What follows belongs to an exercise in optimizing a design on an open flow for small area and a short achievable clock period; a production flow would make more cautious choices. Where RTL was checked, it was by simulation tests only, not by an equivalence proof against the original. Power is estimated from default activity; no workload was simulated.

// alu
module alu #(
    parameter INST_W = 4,
    parameter INT_W  = 6,
    parameter FRAC_W = 10,
    parameter DATA_W = INT_W + FRAC_W
)(
    input                      i_clk,
    input                      i_rst_n,
    input                      i_in_valid,
    output                     o_busy,
    input         [INST_W-1:0] i_inst,
    input  signed [DATA_W-1:0] i_data_a,
    input  signed [DATA_W-1:0] i_data_b,
    output                     o_out_valid,
    output        [DATA_W-1:0] o_data
);
Size in the first run: about 2400 cells after synthesis, about 530 flip-flops, roughly 57 I/O pins.
==> flow/config.mk <==
export PLATFORM = sky130hd
export DESIGN_NAME = alu
export DESIGN_NICKNAME = alu
export VERILOG_FILES = /design/flow/design.v
export SDC_FILE = /design/flow/constraint.sdc
export NUM_CORES = 4
export LEC_CHECK = 0
export ABC_CLOCK_PERIOD_IN_PS = 3500
export CAP_MARGIN = 20
export CORE_MARGIN = 2
export CORE_UTILIZATION = 55
export CTS_CLUSTER_DIAMETER = 60
export CTS_CLUSTER_SIZE = 30
export SETUP_SLACK_MARGIN = 5
export SLEW_MARGIN = 20
==> flow/constraint.sdc <==
create_clock -name core_clock -period 8.5 [get_ports {i_clk}]
set_input_delay 1.7000 -clock core_clock [delete_from_list [all_inputs] [get_ports {i_clk}]]
set_output_delay 1.7000 -clock core_clock [all_outputs]
set_load 0.01 [all_outputs]
run.sh (not shown) runs the stock make flow with config.mk's settings and CLKGATE_MAP_FILE= SYNTH_SCRIPT=/design/flow/synth_recipe.tcl, a recipe that flattens the netlist after the stock synthesis.
Then changed:
CORE_UTILIZATION = 50   (was 55)
CTS_BUF_LIST = sky130_fd_sc_hd__clkbuf_8   (was unset)
CTS_CLUSTER_DIAMETER = unset   (was 60)
CTS_CLUSTER_SIZE = unset   (was 30)
SETUP_SLACK_MARGIN = 4.8   (was 5)
- worst setup slack gains 0.069 ns
- fmax rose slightly
- final area shrinks by a few percent
- via count fell slightly
- critical path depth fell by 6
- final cell count goes up by a few percent
- clock-buffer cell count goes up by 59
- hold slack is worse by 0.021 ns
- register-to-register slack gets better by 0.07 ns
- total power came out lower by roughly a tenth
No functional check of the RTL was part of any run of this note.

* * *

alu, a different RTL version from the one above (not shown whole).
For scale: roughly 57 I/O pins, ~0.027 sq mm of cells after synthesis.
Settings: LEC_CHECK=0, ABC_CLOCK_PERIOD_IN_PS=3500, CAP_MARGIN=20, CORE_MARGIN=2, CORE_UTILIZATION=50, CTS_BUF_LIST=sky130_fd_sc_hd__clkbuf_8, SETUP_SLACK_MARGIN=5, SLEW_MARGIN=20; clock period 8.5 ns.
Edit:
Settings changed: ABC_AREA set to 1, ABC_CLOCK_PERIOD_IN_PS 3500 to not set.
Outcome: Setup slack improves by 130 ps; first-iteration DRC count barely changes; die area went up by 3.8%; flip-flop and latch count does not change.
Edit:
==> flow/flow/run.sh (new file) <==
#!/bin/bash
# The standard layout (the standard.sh, all ORFS steps to finish), with one
# change: the port buffers are made as buf_2 cells instead of the slow delay
# buffer ORFS's port buffering picks by default. The tools' full output goes
# to flow_standard.log.
set -euo pipefail
bash standard.sh BUFFER_PORTS_ARGS="-buffer_cell sky130_fd_sc_hd__buf_2" finish > flow_standard.log 2>&1
==> flow/standard.sh (new file) <==
#!/bin/bash
# synth_recipe.tcl (not shown) runs the flow's synth.tcl, then flattens the netlist and writes it again
# the make line also repeats each setting of config.mk as NAME=value (left out here)
make -C /OpenROAD-flow-scripts/flow DESIGN_CONFIG=/design/flow/config.mk WORK_HOME=/design/flow/orfs CLKGATE_MAP_FILE= SYNTH_SCRIPT=/design/flow/synth_recipe.tcl "${@:-finish}"
Settings changed: CORE_UTILIZATION 50 to 55.
removed: flow/run.sh
Worst setup slack gets better by 68 ps. Area after synthesis does not change. Via count went down by 1.2%. Total power falls by 3.2%.
Edit:
Settings changed: CORE_UTILIZATION 55 to 50, SETUP_SLACK_MARGIN 5 to 4.8, TNS_END_PERCENT set to 20.
- The changed run ran to the end with no violations
- wire length went up by about 1.6%
- area after synthesis is unchanged
- maximum frequency went down by 11%
- clock power went up by about 4%
- power went down by 1.2%
- cell count went up by 0.94%
- count of clock-buffer cells in the layout went up by 10
- die area went up by about 10%
- sequential share of layout area went up by 0.70 points
Edit:
==> flow/run.sh (new file) <==
#!/bin/bash
# synth_recipe.tcl (not shown) runs the flow's synth.tcl, then flattens the netlist and writes it again
# the make line also repeats each setting of config.mk as NAME=value (left out here)
make -C /OpenROAD-flow-scripts/flow DESIGN_CONFIG=/design/flow/config.mk WORK_HOME=/design/flow/orfs CLKGATE_MAP_FILE= SYNTH_SCRIPT=/design/flow/synth_recipe.tcl finish
Settings changed: TNS_END_PERCENT 20 to not set.
removed: flow/flow/run.sh
removed: flow/standard.sh
Outcome: Core utilization goes up by 1.9 points. Area after synthesis is unchanged. Wire length increases by about 3%. Setup slack improved by 240 ps. Final area climbs by about 3.3%. Via count came out higher by 2.8%. Die area does not change. Clock skew is lower by 28 ps. Clock-buffer cell count is lower by 6.

-- what the ideal ports hide --
The results above use ideal ports. As a check the final layouts listed here were re-extracted and re-timed, cells and wires unchanged. Step 1: set_driving_cell puts a clkbuf_16 on i_clk and a buf_2 on each other input, an assumption about the parent block. Step 2 adds t to the input delays and takes it off the output delays; t is the mean of the earliest and latest rising clock arrival at the registers after step 1. Input paths then give back, and output paths get back, about the clock's delay inside the block. Slacks: no drivers / after step 1 / after step 2; pairs: no drivers / after step 1.
run	t (ns)	slack for setup (ns)	worst setup path at the end	latest minus earliest clock arrival (ns)	slew at the worst register clock pin (ns)
the first run of note 1	0.666	4.731 / 4.731 / 4.119	input to register	0.063 / 0.063	0.11 / 0.11
the second run of note 1	0.732	4.799 / 4.799 / 4.127	input to register	0.040 / 0.041	0.06 / 0.06
the first run of note 2	0.750	4.776 / 4.776 / 4.231	input to register	0.044 / 0.044	0.07 / 0.07
the second run of note 2	0.742	4.905 / 4.915 / 4.173	input to register	0.048 / 0.048	0.07 / 0.07
the third run of note 2	0.767	4.973 / 4.928 / 4.161	input to register	0.062 / 0.062	0.08 / 0.08
the fourth run of note 2	0.762	4.550 / 4.587 / 3.824	input to register	0.055 / 0.055	0.08 / 0.08
the fifth run of note 2	0.744	4.791 / 4.814 / 4.070	input to register	0.032 / 0.032	0.07 / 0.07
After both steps setup and hold are still met in every run listed. The setup slack of the third run of note 2, which loses most, moves by -0.045 ns with the drivers and by -0.812 ns with both steps.
